Context: an optimization exercise on an open-source flow, tuned for small area. The choices shown serve that exercise and are no tape-out recipe.
The RTL was checked by simulation tests, not by an equivalence proof against the original design.
Power figures rest on the tool's default switching activity, not on a simulated workload.

==> flow/run.sh <==
#!/bin/bash
# synth_recipe.tcl (not shown) runs the flow's synth.tcl, then flattens the netlist and writes it again
# the make line also repeats each setting of config.mk as NAME=value (left out here)
make -C /OpenROAD-flow-scripts/flow DESIGN_CONFIG=/design/flow/config.mk WORK_HOME=/design/flow/orfs CLKGATE_MAP_FILE= SYNTH_SCRIPT=/design/flow/synth_recipe.tcl finish
==> flow/config.mk <==
export PLATFORM = sky130hd
export DESIGN_NAME = sa_array_top
export DESIGN_NICKNAME = sa_array_top
export VERILOG_FILES = /design/flow/design.v
export SDC_FILE = /design/flow/constraint.sdc
export NUM_CORES = 4
export LEC_CHECK = 0
export CAP_MARGIN = 20
export CORE_MARGIN = 2
export CORE_UTILIZATION = 45
export PLACE_DENSITY = 0.6
export SLEW_MARGIN = 20
export SYNTH_HIERARCHICAL = 1
export SYNTH_MINIMUM_KEEP_SIZE = 0
==> flow/constraint.sdc <==
create_clock -name core_clock -period 6.0 [get_ports {i_clk}]
set_input_delay 1.2000 -clock core_clock [delete_from_list [all_inputs] [get_ports {i_clk}]]
set_output_delay 1.2000 -clock core_clock [all_outputs]
set_load 0.01 [all_outputs]
==> flow/design.v <==
module sa_mac (input [7:0] a, input [7:0] b, input [23:0] c, output [23:0] s);
  wire p1;
  assign p1 = a[0] & b[0];
  wire p2;
  assign p2 = a[0] & b[1];
  wire p3;
  assign p3 = a[0] & b[2];
  wire p4;
  assign p4 = a[0] & b[3];
  wire p5;
  assign p5 = a[0] & b[4];
  wire p6;
  assign p6 = a[0] & b[5];
  wire p7;
  assign p7 = a[0] & b[6];
  wire p8;
  assign p8 = ~(a[0] & b[7]);
  wire p9;
  assign p9 = a[1] & b[0];
  wire p10;
  assign p10 = a[1] & b[1];
  wire p11;
  assign p11 = a[1] & b[2];
  wire p12;
  assign p12 = a[1] & b[3];
  wire p13;
  assign p13 = a[1] & b[4];
  wire p14;
  assign p14 = a[1] & b[5];
  wire p15;
  assign p15 = a[1] & b[6];
  wire p16;
  assign p16 = ~(a[1] & b[7]);
  wire p17;
  assign p17 = a[2] & b[0];
  wire p18;
  assign p18 = a[2] & b[1];
  wire p19;
  assign p19 = a[2] & b[2];
  wire p20;
  assign p20 = a[2] & b[3];
  wire p21;
  assign p21 = a[2] & b[4];
  wire p22;
  assign p22 = a[2] & b[5];
  wire p23;
  assign p23 = a[2] & b[6];
  wire p24;
  assign p24 = ~(a[2] & b[7]);
  wire p25;
  assign p25 = a[3] & b[0];
  wire p26;
  assign p26 = a[3] & b[1];
  wire p27;
  assign p27 = a[3] & b[2];
  wire p28;
  assign p28 = a[3] & b[3];
  wire p29;
  assign p29 = a[3] & b[4];
  wire p30;
  assign p30 = a[3] & b[5];
  wire p31;
  assign p31 = a[3] & b[6];
  wire p32;
  assign p32 = ~(a[3] & b[7]);
  wire p33;
  assign p33 = a[4] & b[0];
  wire p34;
  assign p34 = a[4] & b[1];
  wire p35;
  assign p35 = a[4] & b[2];
  wire p36;
  assign p36 = a[4] & b[3];
  wire p37;
  assign p37 = a[4] & b[4];
  wire p38;
  assign p38 = a[4] & b[5];
  wire p39;
  assign p39 = a[4] & b[6];
  wire p40;
  assign p40 = ~(a[4] & b[7]);
  wire p41;
  assign p41 = a[5] & b[0];
  wire p42;
  assign p42 = a[5] & b[1];
  wire p43;
  assign p43 = a[5] & b[2];
  wire p44;
  assign p44 = a[5] & b[3];
  wire p45;
  assign p45 = a[5] & b[4];
  wire p46;
  assign p46 = a[5] & b[5];
  wire p47;
  assign p47 = a[5] & b[6];
  wire p48;
  assign p48 = ~(a[5] & b[7]);
  wire p49;
  assign p49 = a[6] & b[0];
  wire p50;
  assign p50 = a[6] & b[1];
  wire p51;
  assign p51 = a[6] & b[2];
  wire p52;
  assign p52 = a[6] & b[3];
  wire p53;
  assign p53 = a[6] & b[4];
  wire p54;
  assign p54 = a[6] & b[5];
  wire p55;
  assign p55 = a[6] & b[6];
  wire p56;
  assign p56 = ~(a[6] & b[7]);
  wire p57;
  assign p57 = ~(a[7] & b[0]);
  wire p58;
  assign p58 = ~(a[7] & b[1]);
  wire p59;
  assign p59 = ~(a[7] & b[2]);
  wire p60;
  assign p60 = ~(a[7] & b[3]);
  wire p61;
  assign p61 = ~(a[7] & b[4]);
  wire p62;
  assign p62 = ~(a[7] & b[5]);
  wire p63;
  assign p63 = ~(a[7] & b[6]);
  wire p64;
  assign p64 = a[7] & b[7];
  wire s65;
  wire c66;
  sa_mac_ha u_s65 (.x(p6), .y(p13), .s(s65), .co(c66));
  wire s67;
  wire c68;
  sa_mac_fa u_s67 (.x(p7), .y(p14), .z(p21), .s(s67), .co(c68));
  wire s69;
  wire c70;
  sa_mac_ha u_s69 (.x(p28), .y(p35), .s(s69), .co(c70));
  wire s71;
  wire c72;
  sa_mac_fa u_s71 (.x(p8), .y(p15), .z(p22), .s(s71), .co(c72));
  wire s73;
  wire c74;
  sa_mac_fa u_s73 (.x(p29), .y(p36), .z(p43), .s(s73), .co(c74));
  wire s75;
  wire c76;
  sa_mac_ha u_s75 (.x(p50), .y(p57), .s(s75), .co(c76));
  wire s77;
  wire c78;
  sa_mac_fa u_s77 (.x(p16), .y(p23), .z(p30), .s(s77), .co(c78));
  wire s79;
  wire c80;
  sa_mac_fa u_s79 (.x(p37), .y(p44), .z(p51), .s(s79), .co(c80));
  wire s81;
  wire c82;
  sa_mac_fa u_s81 (.x(p58), .y(1'b1), .z(c[8]), .s(s81), .co(c82));
  wire s83;
  wire c84;
  sa_mac_fa u_s83 (.x(p24), .y(p31), .z(p38), .s(s83), .co(c84));
  wire s85;
  wire c86;
  sa_mac_fa u_s85 (.x(p45), .y(p52), .z(p59), .s(s85), .co(c86));
  wire s87;
  wire c88;
  sa_mac_fa u_s87 (.x(p32), .y(p39), .z(p46), .s(s87), .co(c88));
  wire s89;
  wire c90;
  sa_mac_ha u_s89 (.x(p4), .y(p11), .s(s89), .co(c90));
  wire s91;
  wire c92;
  sa_mac_fa u_s91 (.x(p5), .y(p12), .z(p19), .s(s91), .co(c92));
  wire s93;
  wire c94;
  sa_mac_ha u_s93 (.x(p26), .y(p33), .s(s93), .co(c94));
  wire s95;
  wire c96;
  sa_mac_fa u_s95 (.x(s65), .y(p20), .z(p27), .s(s95), .co(c96));
  wire s97;
  wire c98;
  sa_mac_fa u_s97 (.x(p34), .y(p41), .z(c[5]), .s(s97), .co(c98));
  wire s99;
  wire c100;
  sa_mac_fa u_s99 (.x(s67), .y(s69), .z(p42), .s(s99), .co(c100));
  wire s101;
  wire c102;
  sa_mac_fa u_s101 (.x(p49), .y(c[6]), .z(c66), .s(s101), .co(c102));
  wire s103;
  wire c104;
  sa_mac_fa u_s103 (.x(s71), .y(s73), .z(s75), .s(s103), .co(c104));
  wire s105;
  wire c106;
  sa_mac_fa u_s105 (.x(c[7]), .y(c68), .z(c70), .s(s105), .co(c106));
  wire s107;
  wire c108;
  sa_mac_fa u_s107 (.x(s77), .y(s79), .z(s81), .s(s107), .co(c108));
  wire s109;
  wire c110;
  sa_mac_fa u_s109 (.x(c72), .y(c74), .z(c76), .s(s109), .co(c110));
  wire s111;
  wire c112;
  sa_mac_fa u_s111 (.x(s83), .y(s85), .z(c[9]), .s(s111), .co(c112));
  wire s113;
  wire c114;
  sa_mac_fa u_s113 (.x(c78), .y(c80), .z(c82), .s(s113), .co(c114));
  wire s115;
  wire c116;
  sa_mac_fa u_s115 (.x(s87), .y(p53), .z(p60), .s(s115), .co(c116));
  wire s117;
  wire c118;
  sa_mac_fa u_s117 (.x(c[10]), .y(c84), .z(c86), .s(s117), .co(c118));
  wire s119;
  wire c120;
  sa_mac_fa u_s119 (.x(p40), .y(p47), .z(p54), .s(s119), .co(c120));
  wire s121;
  wire c122;
  sa_mac_fa u_s121 (.x(p61), .y(c[11]), .z(c88), .s(s121), .co(c122));
  wire s123;
  wire c124;
  sa_mac_fa u_s123 (.x(p48), .y(p55), .z(p62), .s(s123), .co(c124));
  wire s125;
  wire c126;
  sa_mac_ha u_s125 (.x(p3), .y(p10), .s(s125), .co(c126));
  wire s127;
  wire c128;
  sa_mac_fa u_s127 (.x(s89), .y(p18), .z(p25), .s(s127), .co(c128));
  wire s129;
  wire c130;
  sa_mac_fa u_s129 (.x(s91), .y(s93), .z(c[4]), .s(s129), .co(c130));
  wire s131;
  wire c132;
  sa_mac_fa u_s131 (.x(s95), .y(s97), .z(c92), .s(s131), .co(c132));
  wire s133;
  wire c134;
  sa_mac_fa u_s133 (.x(s99), .y(s101), .z(c96), .s(s133), .co(c134));
  wire s135;
  wire c136;
  sa_mac_fa u_s135 (.x(s103), .y(s105), .z(c100), .s(s135), .co(c136));
  wire s137;
  wire c138;
  sa_mac_fa u_s137 (.x(s107), .y(s109), .z(c104), .s(s137), .co(c138));
  wire s139;
  wire c140;
  sa_mac_fa u_s139 (.x(s111), .y(s113), .z(c108), .s(s139), .co(c140));
  wire s141;
  wire c142;
  sa_mac_fa u_s141 (.x(s115), .y(s117), .z(c112), .s(s141), .co(c142));
  wire s143;
  wire c144;
  sa_mac_fa u_s143 (.x(s119), .y(s121), .z(c116), .s(s143), .co(c144));
  wire s145;
  wire c146;
  sa_mac_fa u_s145 (.x(s123), .y(c[12]), .z(c120), .s(s145), .co(c146));
  wire s147;
  wire c148;
  sa_mac_fa u_s147 (.x(p56), .y(p63), .z(c[13]), .s(s147), .co(c148));
  wire s149;
  wire c150;
  sa_mac_ha u_s149 (.x(p2), .y(p9), .s(s149), .co(c150));
  wire s151;
  wire c152;
  sa_mac_fa u_s151 (.x(s125), .y(p17), .z(c[2]), .s(s151), .co(c152));
  wire s153;
  wire c154;
  sa_mac_fa u_s153 (.x(s127), .y(c[3]), .z(c126), .s(s153), .co(c154));
  wire s155;
  wire c156;
  sa_mac_fa u_s155 (.x(s129), .y(c90), .z(c128), .s(s155), .co(c156));
  wire s157;
  wire c158;
  sa_mac_fa u_s157 (.x(s131), .y(c94), .z(c130), .s(s157), .co(c158));
  wire s159;
  wire c160;
  sa_mac_fa u_s159 (.x(s133), .y(c98), .z(c132), .s(s159), .co(c160));
  wire s161;
  wire c162;
  sa_mac_fa u_s161 (.x(s135), .y(c102), .z(c134), .s(s161), .co(c162));
  wire s163;
  wire c164;
  sa_mac_fa u_s163 (.x(s137), .y(c106), .z(c136), .s(s163), .co(c164));
  wire s165;
  wire c166;
  sa_mac_fa u_s165 (.x(s139), .y(c110), .z(c138), .s(s165), .co(c166));
  wire s167;
  wire c168;
  sa_mac_fa u_s167 (.x(s141), .y(c114), .z(c140), .s(s167), .co(c168));
  wire s169;
  wire c170;
  sa_mac_fa u_s169 (.x(s143), .y(c118), .z(c142), .s(s169), .co(c170));
  wire s171;
  wire c172;
  sa_mac_fa u_s171 (.x(s145), .y(c122), .z(c144), .s(s171), .co(c172));
  wire s173;
  wire c174;
  sa_mac_fa u_s173 (.x(s147), .y(c124), .z(c146), .s(s173), .co(c174));
  wire s175;
  wire c176;
  sa_mac_fa u_s175 (.x(p64), .y(c[14]), .z(c148), .s(s175), .co(c176));
  wire s177;
  wire c178;
  sa_mac_ha u_s177 (.x(1'b1), .y(c[15]), .s(s177), .co(c178));
  wire [15:0] r0 = {s177, s175, s173, s171, s169, s167, s165, s163, s161, s159, s157, s155, s153, s151, s149, p1};
  wire [15:0] r1 = {c176, c174, c172, c170, c168, c166, c164, c162, c160, c158, c156, c154, c152, c150, c[1], c[0]};
  wire [16:0] cy; assign cy[0] = 1'b0;
  sa_mac_ha u_cpa0 (.x(r0[0]), .y(r1[0]), .s(s[0]), .co(cy[1]));
  sa_mac_fa u_cpa1 (.x(r0[1]), .y(r1[1]), .z(cy[1]), .s(s[1]), .co(cy[2]));
  sa_mac_fa u_cpa2 (.x(r0[2]), .y(r1[2]), .z(cy[2]), .s(s[2]), .co(cy[3]));
  sa_mac_fa u_cpa3 (.x(r0[3]), .y(r1[3]), .z(cy[3]), .s(s[3]), .co(cy[4]));
  sa_mac_fa u_cpa4 (.x(r0[4]), .y(r1[4]), .z(cy[4]), .s(s[4]), .co(cy[5]));
  assign {cy[16], s[15:5]} = {1'b0, r0[15:5]} + {1'b0, r1[15:5]} + cy[5];
  wire hi_inc = (c178 & cy[16]);
  wire hi_dec = ~hi_inc & ~(c178 ^ cy[16]);
  wire [7:0] ones, zeros;    
  assign ones[0] = 1'b1; assign zeros[0] = 1'b1;
  assign ones[1] = ones[0] & c[16];
  assign zeros[1] = zeros[0] & ~c[16];
  assign ones[2] = ones[1] & c[17];
  assign zeros[2] = zeros[1] & ~c[17];
  assign ones[3] = ones[2] & c[18];
  assign zeros[3] = zeros[2] & ~c[18];
  assign ones[4] = ones[3] & c[19];
  assign zeros[4] = zeros[3] & ~c[19];
  assign ones[5] = ones[4] & c[20];
  assign zeros[5] = zeros[4] & ~c[20];
  assign ones[6] = ones[5] & c[21];
  assign zeros[6] = zeros[5] & ~c[21];
  assign ones[7] = ones[6] & c[22];
  assign zeros[7] = zeros[6] & ~c[22];
  assign s[23:16] = c[23:16] ^ ((ones & {8{hi_inc}}) | (zeros & {8{hi_dec}}));
endmodule
module sa_mac_fa (input x, input y, input z, output s, output co);
  assign s = x ^ y ^ z;
  assign co = (x & y) | (x & z) | (y & z);
endmodule
module sa_mac_ha (input x, input y, output s, output co);
  assign s = x ^ y;
  assign co = x & y;
endmodule
module sa_array_top (
    input  logic         i_clk,
    input  logic         i_rstn,
    input  logic [31:0]  i_a_arr,         
    input  logic [31:0]  i_b_arr,         
    input  logic [95:0]  i_c_arr,         
    input  logic         i_reg_clear,
    input  logic         i_pipeline_en,
    input  logic [3:0]   i_cswitch_arr,
    input  logic         i_cscan_en,
    input  logic [1:0]   i_thres,
    output logic [95:0]  o_c_arr          
);
logic pen, clr;
assign pen = i_pipeline_en;
assign clr = i_reg_clear;
logic s_ld, s_hold;
assign s_ld   =  pen & ~clr;
assign s_hold = ~pen & ~clr;
logic [3:0][4:0][7:0]  a_q;
logic [4:0][3:0][7:0]  b_q;
logic [3:0][3:0]       cs_q;
logic [3:0][3:0][23:0] mac_q;
logic [3:0][3:0][23:0] sc_q;
logic [1:0]  thr_q;
logic [3:0][3:0]       neg_q;
always_ff @(posedge i_clk or negedge i_rstn) begin
    if (~i_rstn)      thr_q <= '0;
    else if (pen)     thr_q <= i_thres;
end
function automatic logic is_small(input logic [7:0] v, input logic [1:0] t);
    case (t)
        2'd1:    is_small = (v[7:1] == 7'h00) | (v[7:1] == 7'h7f);
        2'd2:    is_small = (v[7:2] == 6'h00) | (v[7:2] == 6'h3f);
        2'd3:    is_small = (v[7:3] == 5'h00) | (v[7:3] == 5'h1f);
        default: is_small = 1'b0;
    endcase
endfunction
genvar r, c;
generate
    for (r = 0; r < 4; r++) begin : g_arow
        for (c = 0; c < 5; c++) begin : g_acol
            logic [7:0] a_in;
            if (c == 0) begin : g_in
                assign a_in = i_a_arr[(3-r)*8 +: 8];
            end else begin : g_nb
                assign a_in = a_q[r][c-1];
            end
            logic [7:0] a_d;
            sa_sel2 #(.W(8)) u_a (.x(a_in), .sx(s_ld), .y(a_q[r][c]), .sy(s_hold), .o(a_d));
            always_ff @(posedge i_clk or negedge i_rstn) begin
                if (~i_rstn) a_q[r][c] <= '0;
                else         a_q[r][c] <= a_d;
            end
        end
    end
    for (r = 0; r < 5; r++) begin : g_brow
        for (c = 0; c < 4; c++) begin : g_bcol
            logic [7:0] b_in;
            if (r == 0) begin : g_in
                assign b_in = i_b_arr[(3-c)*8 +: 8];
            end else begin : g_nb
                assign b_in = b_q[r-1][c];
            end
            logic [7:0] b_d;
            sa_sel2 #(.W(8)) u_b (.x(b_in), .sx(s_ld), .y(b_q[r][c]), .sy(s_hold), .o(b_d));
            always_ff @(posedge i_clk or negedge i_rstn) begin
                if (~i_rstn) b_q[r][c] <= '0;
                else         b_q[r][c] <= b_d;
            end
        end
    end
    for (r = 0; r < 4; r++) begin : g_row
        for (c = 0; c < 4; c++) begin : g_col
            logic        cs_in;
            logic [23:0] c_in;
            logic [7:0]  a_op, b_op;
            logic        neg;
            logic [7:0]  a_g;
            logic [23:0] acc_base, acc_sum;
            if (r == 0) begin : g_csin
                assign cs_in = i_cswitch_arr[3-c];
            end else begin : g_csnb
                assign cs_in = cs_q[r-1][c];
            end
            if (c == 3) begin : g_cin
                assign c_in = i_c_arr[(3-r)*24 +: 24];
            end else begin : g_cnb
                assign c_in = sc_q[r][c+1];
            end
            assign a_op = a_q[r][c+1];
            assign b_op = b_q[r+1][c];
            always_ff @(posedge i_clk or negedge i_rstn) begin
                if (~i_rstn)  neg_q[r][c] <= 1'b0;
                else if (pen) neg_q[r][c] <= is_small(a_q[r][c], thr_q) & is_small(b_q[r][c], thr_q);
            end
            assign neg  = neg_q[r][c];
            assign a_g  = a_op & {8{~neg}};
            sa_sel2 #(.W(24)) u_base (.x(sc_q[r][c]), .sx(cs_q[r][c]), .y(mac_q[r][c]), .sy(~cs_q[r][c]), .o(acc_base));
            sa_mac u_mac (.a(a_g), .b(b_op), .c(acc_base), .s(acc_sum));
            logic s_sc_m, s_sc_c, s_sc_h;
            assign s_sc_m = s_ld &  cs_q[r][c];
            assign s_sc_c = s_ld & ~cs_q[r][c] & i_cscan_en;
            assign s_sc_h = ~clr & ~(pen & (cs_q[r][c] | i_cscan_en));
            logic [23:0] mac_d, sc_d;
            sa_sel2 #(.W(24)) u_macd (.x(acc_sum), .sx(s_ld), .y(mac_q[r][c]), .sy(s_hold), .o(mac_d));
            sa_sel3 #(.W(24)) u_scd (.x(mac_q[r][c]), .sx(s_sc_m), .y(c_in), .sy(s_sc_c),
                                     .z(sc_q[r][c]), .sz(s_sc_h), .o(sc_d));
            always_ff @(posedge i_clk or negedge i_rstn) begin
                if (~i_rstn) begin
                    cs_q[r][c]  <= 1'b0;
                    mac_q[r][c] <= '0;
                    sc_q[r][c]  <= '0;
                end else begin
                    cs_q[r][c]  <= (cs_in & s_ld) | (cs_q[r][c] & s_hold);
                    mac_q[r][c] <= mac_d;
                    sc_q[r][c]  <= sc_d;
                end
            end
        end
        assign o_c_arr[(3-r)*24 +: 24] = sc_q[r][0];
    end
endgenerate
endmodule
module sa_sel2 #(parameter W = 8) (
    input  logic [W-1:0] x, input logic sx,
    input  logic [W-1:0] y, input logic sy,
    output logic [W-1:0] o
);
genvar i;
generate
    for (i = 0; i < W; i++) begin : g_bit
        sa_ao22 u_ao (.a(x[i]), .sa(sx), .b(y[i]), .sb(sy), .o(o[i]));
    end
endgenerate
endmodule
module sa_sel3 #(parameter W = 8) (
    input  logic [W-1:0] x, input logic sx,
    input  logic [W-1:0] y, input logic sy,
    input  logic [W-1:0] z, input logic sz,
    output logic [W-1:0] o
);
genvar i;
generate
    for (i = 0; i < W; i++) begin : g_bit
        sa_ao222 u_ao (.a(x[i]), .sa(sx), .b(y[i]), .sb(sy), .c(z[i]), .sc(sz), .o(o[i]));
    end
endgenerate
endmodule
module sa_ao22 (input logic a, sa, b, sb, output logic o);
assign o = (a & sa) | (b & sb);
endmodule
module sa_ao222 (input logic a, sa, b, sb, c, sc, output logic o);
assign o = (a & sa) | (b & sb) | (c & sc);
endmodule
==> results of run 1 <==
[synth_stat cells (all sizes together) (16+ instances only)]
cell     count
a31oi       32
xor2        69
nand3       60
inv        561
o2bb2ai     16
a311o       16
buf         36
fa         880
nor3        68
or4b        16
nor4        32
a222oi     384
or3         16
o22ai       28
and2       817
o21bai      27
o21ai       75
mux2i       20
nor2b      170
o2111ai     16
and3        84
nand2b      49
or4         32
ha         336
a311oi      16
nor2       161
o211ai      48
a21boi      16
a22o      1088
nor4b       16
conb        16
dfrtp     1122
nand2      289
o21a        17
a21o        28
a41oi       16
xnor2      192
o311ai      16
a21oi      206
[stage by stage]
step | cells | worst slack [ns] | hold slack, ns | total power [mW]
after CTS | 10300 | 0.00855 | 0.470 | 29.6
after global placement | 10100 | 0.136 | 0.475 | 20.8
after floorplan | 7122 | 0.0896 | 0.458 | 18.4
after detailed placement | 10100 | 0.0461 | 0.475 | 21.0
final | 10400 | 0.251 | 0.488 | 29.6
after global routing | 10400 | -0.0841 | 0.504 | 31.6
[layer usage]
layer  vias to the layer above  wire length [µm]
met2                      2005            120000
met4                         0             10300
met1                     32900            107000
met5                         -                 0
met3                       388             13400
li1                      28000                 -
[worst register-to-register path, cell delays in order, from the launching register on]
cell and delay [ns]:
dfrtp_2 0.46, nor2b_1 0.15, buf_4 0.17, and2_1 0.19, fa_1 0.47, fa_1 0.52
fa_1 0.61, fa_1 0.44, ha_1 0.35, o211ai_1 0.18, a21oi_1 0.11, nor2_2 0.16
o21ai_1 0.15, a311oi_2 0.38, ha_2 0.25, nor4b_2 0.24, nand2b_1 0.16, nor4_2 0.16
a41oi_1 0.09, xnor2_1 0.16, a22o_1 0.23
[power by group through the flow]
| stage | sequential, mW | combinational (mW) | clock (mW) |
|---|---|---|---|
| after global routing | 9.26 | 13.4 | 8.93 |
| after CTS | 9.12 | 11.9 | 8.62 |
| final | 9.16 | 12.0 | 8.45 |
| after detailed placement | 9.24 | 11.8 | 0 |
| after global placement | 9.23 | 11.6 | 0 |
| after floorplan | 8.99 | 9.37 | 0 |
[sequential cells by signal (all words and copies together), names as in the netlist]
register,flops
cs_q,16
thr_q,2
neg_q,16
a_q,160
mac_q,384
sc_q,384
b_q,160
[how the worst max path moves through the flow]
stage          cells past startpoint  slack [ns]                   end
4_1_cts                           19       0.009  mac_q[143]$_DFF_PN0_
3_5_place_dp                      19        0.05  mac_q[143]$_DFF_PN0_
5_1_grt                           19       -0.08  mac_q[311]$_DFF_PN0_
2_1_floorplan                      5        0.09     sc_q[0]$_DFF_PN0_
6_report                          20        0.25   mac_q[23]$_DFF_PN0_
3_3_place_gp                      21        0.14  mac_q[143]$_DFF_PN0_
[cell families after synthesis]
family	after synthesis
compound gates	2055
xor+xnor	261
fa+ha+maj	1216
flops	1122
simple gates	1814
other cells	16
buf+inv	600
mux	22
[per-module statistics from Yosys, one instance, submodules excluded, a selection]
module	cells inside	flops+latches
sa_mac	160	0
sa_mac_ha	1	0
sa_mac_fa	1	0
sa_array_top	1698	1122
sa_ao222	2	0
sa_ao22	1	0
[layout make-up]
type	count	area, µm²	share of cell area [%]
timing repair buffer	634	5720	5.96
clock buffer	202	4070	4.24
tap	2385	2980	3.11
sequential	1122	28100	29.3
multi-input combinational	5400	52400	54.7
inverter	561	2120	2.21
clock inverter	45	474	0.494
antenna	6	15.0	0.0157
[timing repair]
item                                    4_1_cts  5_1_grt
setup buffers                                 0        5
hold buffers                                  0        0
endpoints found under the setup margin        0       60
resized for setup                             0      107
==> impl_results.md, run 1 <==
- Outcome: finished clean
- Warnings, synthesis: 7
- DRC violations left: 0
- Seq pwr share: 30.9%
- Top Family by Delay on Critical Path: adder cells
- Post-synthesis mux area share: 0.270%
- Worst slew pin tran: ~1.2 ns
- Dpl hpwl: roughly 190 mm
- Final setup viols: 0
- Sink Count: approximately 1.1k
- Tcrit/Tclk final: between 90 and 100%
- Setup tns final: 0 ns
- Worst vdd ir: approximately 300 µV
- Gr busiest metal: met2
- CTS Buf Count: about 140
- Worst Path Class, Setup: reg2reg
- Reg2reg end: mac_q[23]$_DFF_PN0_
- Core area: between 150000 and 200000 µm²
- Mapped Cells: roughly 7.1k
- Post-synthesis register bit count: approximately 1.1k
- Filler instances: 16.1k
- Seq/Total Area, Yosys: around a third
- Startpoint types: flop
- IO Count: between 200 and 300
- CP required: 6.66 ns
- Worst hold path type: in2async
- Max Root-Sink Buffers: 3
- Ranking of synthesized cells by area: dfrtp_1 34%, fa_1 21%, a22o_1 12%
- Worst slew margin: roughly 17%
- Vias in the first global route: ~66k
- I/O Buffers: between 200 and 300
- Final Wtd Congestion: around 0.9
- Element type at the critical path end: flop
- Largest family of logic cells by synthesized area: adder cells
- WL/cell: between 20 and 25 µm
- Initial Util: a little under half
- Vias per cell: 6.11
- Initial DRC count: ~6.1k
- Net Sw Frac: a little over a third
- Area Overhead vs Synth: 16.4%
- Met3 Usage GRT: between 3 and 4%
- Compound-Gate Fraction of Synth Area: 21.0%
- CTS tree: built
- Clk pwr share: ~28%
- Commonest non-fill, non-tap cells in the layout: 1099 x dfrtp_1, 1088 x a22o_1, 880 x fa_1, 815 x and2_1, 559 x inv_1
- RSZ-0062 raised after global routing: yes
- Internal power: around 19 mW
- Primary FF master, synth: dfrtp_1
- Worst Setup SP: a_q[9]$_DFF_PN0_
- Clock Root Buffer: clkbuf_16
- Max Cap Violations: 0
- Die Span Y: 432 µm
- Worst-path clk slew: 0.06 ns
- Crit path buffers/inverters: 1
- Final Max Tran Viols: 0
- First-pass GRT wire length: just under 400 mm
- Combinational share of power: 40.6%
- Max Clk Rate: about 170 MHz
- Post-synth top area cell: dfrtp_1
- Tot GR Track Use: between 20% and 30%
- Synthesized area per cell: between 10 and 15 µm²
- Switching power: 10.6 mW
- Critical-path cell list: nor2b_1, buf_4, and2_1, fa_1, fa_1, fa_1, fa_1, ha_1, o211ai_1, a21oi_1, nor2_2, o21ai_1, a311oi_2, ha_2, nor4b_2, nand2b_1, nor4_2, a41oi_1, xnor2_1, a22o_1
- FFs w/ async S/R, synth: 100%
- Share of cells above drive strength 1: a little under a tenth
- XOR/XNOR Fraction of Synth Area: approximately 2.8%
- NumNets Final: 9244
- Final min period: ~5.7 ns
- Congestion Overflow GR: 0
- Row cnt: approximately 160
- Syn Std Cell Area: 82400 µm²
- Post-Route WL: roughly 250 mm
- WP data arrival: 6.41 ns
- Die Area: ~190000 µm²
- Adder-cell share of the synthesized area: a little over a quarter
- Met2 Usage GRT: between 40% and 50%
- Final core utilization: ~53%
- H-tree depth: 4
- Die Width: between 400 and 500 µm
- Cell mode on critical path: fa_1
- Initial antenna violation count: 2
- R2r setup slk: between 0.2 and 0.3 ns
- Clock Latency Late Sink: ~0.79 ns
- Remaining antenna violation count: 0
- Largest stage delay, worst path: approximately 0.6 ns
- Slowest cell on crit path: fa_1
- Finished Cell Area: ~96000 µm²
- Final Skew: between 0.02 and 0.03 ns
- DP Area: roughly 91000 µm²
- Crit-path max FO: 8
- Cells on worst reg2reg path: 20
- Drt pass-1 iters: 14
- Commonest non-fill, non-tap cell in the layout: dfrtp_1
- Share of the synthesized area in the top cell type: 34.1%
- Worst flop-to-flop path startpoint: a_q[9]$_DFF_PN0_
- P_leak: between 40 and 50 nW
- PD cells: between 300 and 400 nW/µm²
- EDFF count, synth: 0
- Synth unique cells: between 50 and 60
- Largest net degree at the start of global routing: between 100 and 150
- Final hold vios: 0
- Via count: 63.3k
- M1 GR Usage: between 30 and 40%
- Post-synthesis simple-gate area fraction: 12.5%
==> run 2, diff against run 1 <==
--- a/flow/config.mk
+++ b/flow/config.mk
@@ -8,6 +8,9 @@
 export CAP_MARGIN = 20
 export CORE_MARGIN = 2
-export CORE_UTILIZATION = 45
-export PLACE_DENSITY = 0.6
+export CORE_UTILIZATION = 55
+export CTS_BUF_LIST = sky130_fd_sc_hd__clkbuf_8
+export CTS_CLUSTER_SIZE = 20
+export PLACE_DENSITY = 0.65
+export SETUP_SLACK_MARGIN = 0.15
 export SLEW_MARGIN = 20
 export SYNTH_HIERARCHICAL = 1
==> impl_results.md, run 2 <==
- Final hold vios: 0 (unchanged)
- WP data arrival: 6.40 ns (about the same)
- First-pass GRT wire length: 383 mm (-3.2%)
- Most frequent cells after synthesis: 1122 x dfrtp_1, 1088 x a22o_1, 880 x fa_1
- Final min period: 5.61 ns (-0.137 ns)
- Filler-free cell count of the finished design: 9978 (-3.6%)
- DRC violations left: 0 (unchanged)
- Mapped Cells: 7106 (unchanged)
- Final Max Tran Viols: 0 (unchanged)
- Post-synth top area cell: dfrtp_1
- Die Span Y: 391 µm (-9.5%)
- Slowest cell on crit path: dfrtp_4
- Dpl hpwl: 178 mm (-5.1%)
- Initial antenna violation count: 2 (unchanged)
- Top-count cell post-synth: dfrtp_1
- Syn Std Cell Area: 82400 µm² (unchanged)
- Worst hold path type: in2async
- Finished Cell Area: 95200 µm² (-0.72%)
- Via count: 64.0k (+1.1%)
- Vias in the first global route: 65.7k (-0.17%)
- EDFF count, synth: 0 (unchanged)
- I/O Buffers: 266 (unchanged)
- Final Skew: 0.0482 ns (+0.0190 ns)
- Dpl cells: 9592 (-5.0%)
- PD cells: 311 nW/µm² (+0.53%)
- Final setup viols: 0 (unchanged)
- Post-Route WL: 241 mm (-3.7%)
- Element type at the critical path end: flop
- NumNets Final: 9257 (+0.14%)
- Worst Path Class, Setup: reg2reg
- Core area: 149000 µm² (-18%)
- Congestion Overflow GR: 0 (unchanged)
- Crit-path max FO: 9 (+1)
- Max Root-Sink Buffers: 3 (unchanged)
- CTS Buf Count: 199 (+44%)
- Remaining antenna violation count: 0 (unchanged)
- Worst slew pin tran: 1.19 ns (-0.0469 ns)
- Die Width: 391 µm (-9.5%)
- DP Area: 89800 µm² (-1.2%)
- Tot GR Track Use: 31.8% (+4.8 points)
- Largest net degree at the start of global routing: 185 (+42%)
- Setup tns final: 0 ns (unchanged)
- Top Family by Delay on Critical Path: adder cells
- Ranking of synthesized cells by area: dfrtp_1 34%, fa_1 21%, a22o_1 12%
- Max Clk Rate: 178 MHz (+2.4%)
- Hold-fix buffers at CTS: 0 (unchanged)
- IO Count: 267 (unchanged)
- Seq/Total Area, Yosys: 34.1% (unchanged)
- Share of cells above drive strength 1: 10.7% (+1.3 points)
- Commonest non-fill, non-tap cell in the layout: dfrtp_1
- WL/cell: 24.2 µm (about the same)
- Synthesized area per cell: 11.6 µm² (unchanged)
- Initial Util: 55.2% (+10 points)
- Largest stage delay, worst path: 0.59 ns (-0.02 ns)
- Primary FF master, synth: dfrtp_1
- Die Area: 153000 µm² (-18%)
- Commonest non-fill, non-tap cells in the layout: 1091 x dfrtp_1, 1088 x a22o_1, 879 x fa_1, 815 x and2_1, 599 x inv_1
- H-tree depth: 4 (unchanged)
- Clock Root Buffer: clkbuf_8
- Crit path buffers/inverters: 0 (-1)
- Max Cap Violations: 0 (unchanged)
- Final core utilization: 63.8% (+11 points)
- Area Overhead vs Synth: 15.6%
- Initial DRC count: 6354 (+3.5%)
- Final Wtd Congestion: 0.909 (+2.0%)
- RSZ-0062 raised after global routing: yes
- CTS tree: built
- Setup slack at placement: 0.0975 ns (+0.0514 ns)
- Critical-path cell list: nor2b_4, and2_1, fa_1, fa_1, fa_1, fa_1, ha_1, o211ai_1, a21oi_1, nor2_1, o21ai_2, a311oi_2, ha_1, nor4b_2, nand2b_1, nor4_1, a41oi_1, xnor2_1, a22o_1
- Synth unique cells: 55 (unchanged)
- Largest regs: mac_q: 384 flops, sc_q: 384 flops
- Share of the synthesized area in the top cell type: 34.1% (unchanged)
- Setup WS post-layout: 0.389 ns (+0.137 ns)
- Tcrit/Tclk final: 93.5% (-2.3 points)
- Sink Count: 1122 (unchanged)
- Worst-path clk slew: 0.07 ns (about the same)
- Clock Latency Late Sink: 0.94 ns (+0.15 ns)
- Post-synthesis register bit count: 1122 (unchanged)
- FFs w/ async S/R, synth: 100% (unchanged)
- Row cnt: 142 (-9.6%)
- CP required: 6.79 ns (+0.13 ns)
- Cell mode on critical path: fa_1
- Startpoint types: flop
- P_leak: 47.7 nW (about the same)
- Worst vdd ir: 270 µV (-7.7%)
- Vias per cell: 6.41 (+5.0%)
- Warnings, synthesis: 7 (unchanged)
- Outcome: finished clean
- Worst slew margin: 20.4% (+3.1 points)
- Drt pass-1 iters: 14 (unchanged)
-- run 2: cell counts after synthesis --
No cell type changed its count.
-- run 2: timing repair --
item                       CTS  global route
buffers inserted             0            20
setup endpoints to repair    7            67
pin swaps                    0             9
gates resized for setup     18           163
-- run 2: path summary, 6_finish.rpt --
kind / start / end / slack, ns / cells past startpoint
min in group core_clock: a_q[38]$_DFF_PN0_ / a_q[38]$_DFF_PN0_ / 0.49 / 1
worst max-delay path: neg_q[15]$_DFFE_PN0P_ / mac_q[383]$_DFF_PN0_ / 0.39 / 19
worst min register to register: a_q[38]$_DFF_PN0_ / a_q[38]$_DFF_PN0_ / 0.49 / 1
worst max register to register: neg_q[15]$_DFFE_PN0P_ / mac_q[383]$_DFF_PN0_ / 0.39 / 19
worst min-delay path: i_rstn / sc_q[284]$_DFF_PN0_ / 0.35 / 1
max in group asynchronous: i_rstn / mac_q[80]$_DFF_PN0_ / 4.07 / 2
-- run 2: through the flow --
| stage | power, mW | hold WS [ns] |
|---|---|---|
| 4_1_cts | 29.3 | 0.315 |
| 2_1_floorplan | 18.4 | 0.458 |
| 5_1_grt | 31.5 | 0.379 |
| 3_5_place_dp | 21.0 | 0.478 |
| 6_report | 29.6 | 0.354 |
| 3_3_place_gp | 20.7 | 0.477 |
-- run 2: area by class of cell --
type / instances / area, µm²
Antenna cell: 3 / 7.51
Clock buffer: 254 / 3500
Clock inverter: 108 / 1040
Fill cell: 12000 / 54000
Inverter: 561 / 2120
Multi-Input combinational cell: 5400 / 52700
Sequential cell: 1122 / 28100
Tap cell: 1944 / 2430
Timing Repair Buffer: 586 / 5320
-- run 2: metal layers --
layer  track usage (%)  vias up  wire, µm  share of wire (%)
met4              10.7        0      8020                3.3
met2              49.5     2467    112000                 46
met1              45.2    33100    104000                 43
li1                  -    28000         -                  -
met3              5.79      426     17900                7.4
met5                 0        -         0                  0
-- run 2: power breakdown --
part	switching, mW	internal (mW)
registers	0.815	8.36
logic	6.46	5.79
clock network	3.51	4.64
total	10.8	18.8
-- run 2: logic make-up (layout without fill, tap and decap cells) --
| group | count (synthesis) | count (layout) | synth area share (%) |
|---|---|---|---|
| compound gates | 2055 | 2055 | 21.0 |
| xor+xnor | 261 | 261 | 2.77 |
| fa+ha+maj | 1216 | 1216 | 26.5 |
| buf+inv | 600 | 1509 | 2.82 |
| flops | 1122 | 1122 | 34.1 |
| mux | 22 | 22 | 0.270 |
| other cells | 16 | 35 | 0.0729 |
| simple gates | 1814 | 1814 | 12.5 |
-- run 2: modules after synthesis (local to each module, per instance), a selection --
module        times used  cells inside  flip-flops and latches
sa_ao22             1088             1                       0
sa_ao222             384             2                       0
sa_array_top           1          1698                    1122
sa_mac                16           160                       0
sa_mac_fa            848             1                       0
sa_mac_ha            144             1                       0
==> run 3, diff against run 2 <==
--- a/flow/config.mk
+++ b/flow/config.mk
@@ -8,9 +8,11 @@
 export CAP_MARGIN = 20
 export CORE_MARGIN = 2
-export CORE_UTILIZATION = 55
-export CTS_BUF_LIST = sky130_fd_sc_hd__clkbuf_8
-export CTS_CLUSTER_SIZE = 20
-export PLACE_DENSITY = 0.65
-export SETUP_SLACK_MARGIN = 0.15
+export CORE_UTILIZATION = 65
+export CTS_BUF_LIST = sky130_fd_sc_hd__clkbuf_16
+export CTS_CLUSTER_DIAMETER = 120
+export CTS_CLUSTER_SIZE = 24
+export GPL_TIMING_DRIVEN = 0
+export PLACE_DENSITY = 0.72
+export SETUP_SLACK_MARGIN = 0.05
 export SLEW_MARGIN = 20
 export SYNTH_HIERARCHICAL = 1
==> impl_results.md, run 3 <==
- Outcome: finished clean
- I/O Buffers: 266 (unchanged)
- Largest regs: mac_q: 384 flops, sc_q: 384 flops
- Seq/Total Area, Yosys: 34.1% (unchanged)
- Final min period: 5.80 ns (+0.188 ns)
- Largest net degree at the start of global routing: 149 (-19%)
- Max Clk Rate: 172 MHz (-3.2%)
- Share of cells above drive strength 1: 8.60% (-2.1 points)
- Final Max Tran Viols: 0 (unchanged)
- Final Wtd Congestion: 0.913 (+0.42%)
- Drt pass-1 iters: 12 (-2)
- Mapped Cells: 7106 (unchanged)
- Register area: 28200 µm² (+0.29%)
- Startpoint types: flop
- Initial DRC count: 8229 (+30%)
- Initial Util: 65.5% (+10 points)
- Dpl hpwl: 167 mm (-6.1%)
- Tot GR Track Use: 36.1% (+4.3 points)
- Remaining antenna violation count: 0 (unchanged)
- Syn Std Cell Area: 82400 µm² (unchanged)
- EDFF count, synth: 0 (unchanged)
- WL/cell: 25.5 µm (+5.4%)
- Dpl cells: 9087 (-5.3%)
- Area Overhead vs Synth: 12.5%
- R2r setup slk: 0.20 ns (-0.19 ns)
- Core area: 126000 µm² (-16%)
- Worst vdd ir: 358 µV (+33%)
- Cell mode on critical path: fa_1
- Tcrit/Tclk final: 96.6% (+3.1 points)
- Worst hold path type: in2async
- Synthesized area per cell: 11.6 µm² (unchanged)
- Area of the multi-input gates: 53400 µm² (+1.4%)
- Post-synthesis register bit count: 1122 (unchanged)
- Sink Count: 1122 (unchanged)
- CTS Buf Count: 53 (-73%)
- First-pass GRT wire length: 371 mm (-3.1%)
- Primary FF master, synth: dfrtp_1
- CTS tree: built
- Congestion Overflow GR: 0 (unchanged)
- Slowest cell on crit path: dfrtp_4
- Top-count cell post-synth: dfrtp_1
- Worst Path Class, Setup: reg2reg
- Die Span Y: 360 µm (-7.9%)
- Die Width: 360 µm (-7.9%)
- Post-Route WL: 238 mm (-1.3%)
- Setup WS post-layout: 0.201 ns (-0.188 ns)
- Worst-path clk slew: 0.10 ns (+0.03 ns)
- DRC violations left: 0 (unchanged)
- Filler-free cell count of the finished design: 9336 (-6.4%)
- Commonest non-fill, non-tap cell in the layout: a22o_1
- Antenna cells: 0 (-3)
- Vias in the first global route: 64.6k (-1.8%)
- Total power: 25.7 mW (-13%)
- Clock Latency Late Sink: 0.72 ns (-0.22 ns)
- Commonest non-fill, non-tap cells in the layout: 1088 x a22o_1, 1081 x dfrtp_1, 879 x fa_1, 810 x and2_1, 550 x inv_1
- Post-synth top area cell: dfrtp_1
- Setup tns final: 0 ns (unchanged)
- Worst slew pin tran: 1.18 ns (-0.00982 ns)
- NumNets Final: 9063 (-2.1%)
- Ranking of synthesized cells by area: dfrtp_1 34%, fa_1 21%, a22o_1 12%
- Filler instances: 8832 (-26%)
- Crit-path max FO: 8 (-1)
- Final setup viols: 0 (unchanged)
- Element type at the critical path end: flop
- RSZ-0062 raised after global routing: yes
- Most frequent cells after synthesis: 1122 x dfrtp_1, 1088 x a22o_1, 880 x fa_1
- P_leak: 45.7 nW (-4.2%)
- Setup slack at placement: -0.977 ns (-1.07 ns)
- Max Root-Sink Buffers: 3 (unchanged)
- Warnings, synthesis: 7 (unchanged)
- Initial antenna violation count: 1 (-1)
- CP required: 6.60 ns (-0.19 ns)
- Row cnt: 130 (-8.5%)
- H-tree depth: 2 (-2)
- Worst slew margin: 21.0% (+0.65 points)
- Final Skew: 0.0250 ns (-0.0232 ns)
- Final hold vios: 0 (unchanged)
- PD cells: 277 nW/µm² (-11%)
- Via count: 64.0k (+0.020%)
- Synth unique cells: 55 (unchanged)
- Clock Root Buffer: clkbuf_16
- Share of the synthesized area in the top cell type: 34.1% (unchanged)
- Max Cap Violations: 0 (unchanged)
- WP data arrival: 6.40 ns (about the same)
- FFs w/ async S/R, synth: 100% (unchanged)
- Largest stage delay, worst path: 0.59 ns (about the same)
- Critical-path cell list: buf_4, nor2b_4, and2_1, fa_1, fa_1, fa_1, fa_1, ha_1, a21o_1, nor2_2, o21ai_2, a311oi_2, ha_1, nor4b_4, nand2b_1, nor4_1, a41oi_1, xnor2_1, a22o_1
- Die Area: 130000 µm² (-15%)
- Vias per cell: 6.86 (+6.9%)
- IO Count: 267 (unchanged)
[run 3: cell counts after synthesis]
No cell type changed its count.
[run 3: cell type report]
class / instances / area share (%)
multi-input cells: 5400 / 57.6
flip-flops and latches: 1122 / 30.4
repair buffers: 483 / 5.50
inverters: 561 / 2.34
well taps: 1650 / 2.23
clock buffers: 53 / 1.43
plain buffers: 39 / 0.255
clock inverters: 12 / 0.0945
repair inverters: 16 / 0.0864
[run 3: final timing paths]
kind / to / start / cells past startpoint
max: mac_q[167]$_DFF_PN0_ / neg_q[6]$_DFFE_PN0P_ / 19
min in group core_clock: a_q[37]$_DFF_PN0_ / a_q[37]$_DFF_PN0_ / 1
max reg2reg: mac_q[167]$_DFF_PN0_ / neg_q[6]$_DFFE_PN0P_ / 19
min reg2reg: a_q[37]$_DFF_PN0_ / a_q[37]$_DFF_PN0_ / 1
max in group asynchronous: cs_q[3]$_DFF_PN0_ / i_rstn / 4
min: sc_q[212]$_DFF_PN0_ / i_rstn / 1
[run 3: metrics by stage]
step / cell area, µm² / utilization [%] / hold WS [ns]
after detailed placement: 88400 / 70.3 / 0.480
after global placement: 87200 / 69.3 / 0.478
final: 92700 / 73.7 / 0.322
after floorplan: 82500 / - / 0.458
after CTS: 90500 / 72.0 / 0.314
after global routing: 92700 / 73.7 / 0.330
[run 3: layer usage]
layer,wire (µm),GRT usage (%)
met1,95300,51.1
met2,111000,56.2
met3,23000,7.33
met4,8960,12.4
met5,24,0.148
[run 3: cells by family after synthesis]
kind of cell	share of synthesized area, %
xor gates and xnor gates	2.77
and+or+nand+nor	12.5
AOI/OAI and AO/OA	21.0
DFF	34.1
muxes	0.270
buffers and inverters	2.82
other	0.0729
adders and majority gates	26.5
[run 3: power by group]
part | total, mW | internal [mW] | switching, mW
logic | 12.3 | 5.80 | 6.45
clock network | 4.21 | 1.64 | 2.57
registers | 9.21 | 8.35 | 0.859
[run 3: repair_timing]
action                     CTS  global route
hold buffers                 0             0
buffers inserted            56           111
pin swaps                    0            10
resized for setup           85           298
gates cloned                16             0
setup endpoints to repair  142            69
[run 3: critical path: cells and delay by family, from the launching register on]
kind                     cells  cell delay [ns]
adder cells (fa/ha/maj)      6             2.47
AND/OR/NAND/NOR              6             1.21
AO/OA/AOI/OAI                5             1.03
flip-flops                   1             0.59
buffers and inverters        1             0.22
XOR/XNOR                     1             0.16
[run 3: modules after synthesis (local to each module, per instance), a selection]
module        area, µm²  cells inside
sa_mac_fa          20.0             1
sa_array_top      31500          1698
sa_ao22            8.76             1
sa_ao222           13.8             2
sa_mac_ha          12.5             1
sa_mac             1080           160

[separate check: timing with driven ports]
In the flow no input, the clock included, has a driving cell. The finished layouts below were timed again as built, in two steps.
Step 1 assumes that a clkbuf_16 drives the clock port and a buf_2 every other input.
Step 2 moves the port delays by t, midway between the first and last clock arrival at a register: inputs arrive t later, outputs are due t later. That takes back most of the time a late clock gives input paths.
Slacks: no drivers / after step 1 / after step 2; pairs: no drivers / after step 1.
run	t, ns	setup WS [ns]	hold slack, ns	clock arrival spread, ns	slew at the worst register clock pin (ns)
run 1	0.867	0.251 / 0.251 / 0.251	0.488 / 0.444 / 0.491	0.033 / 0.033	0.06 / 0.06
run 2	0.997	0.389 / 0.389 / 0.389	0.354 / 0.322 / 0.492	0.051 / 0.052	0.07 / 0.07
run 3	0.802	0.201 / 0.201 / 0.178	0.322 / 0.315 / 0.509	0.030 / 0.030	0.11 / 0.11
After both steps every run listed still meets setup and hold. The setup slack of run 3, which loses most, moves by 0.000 ns with the drivers and by -0.023 ns with both steps.
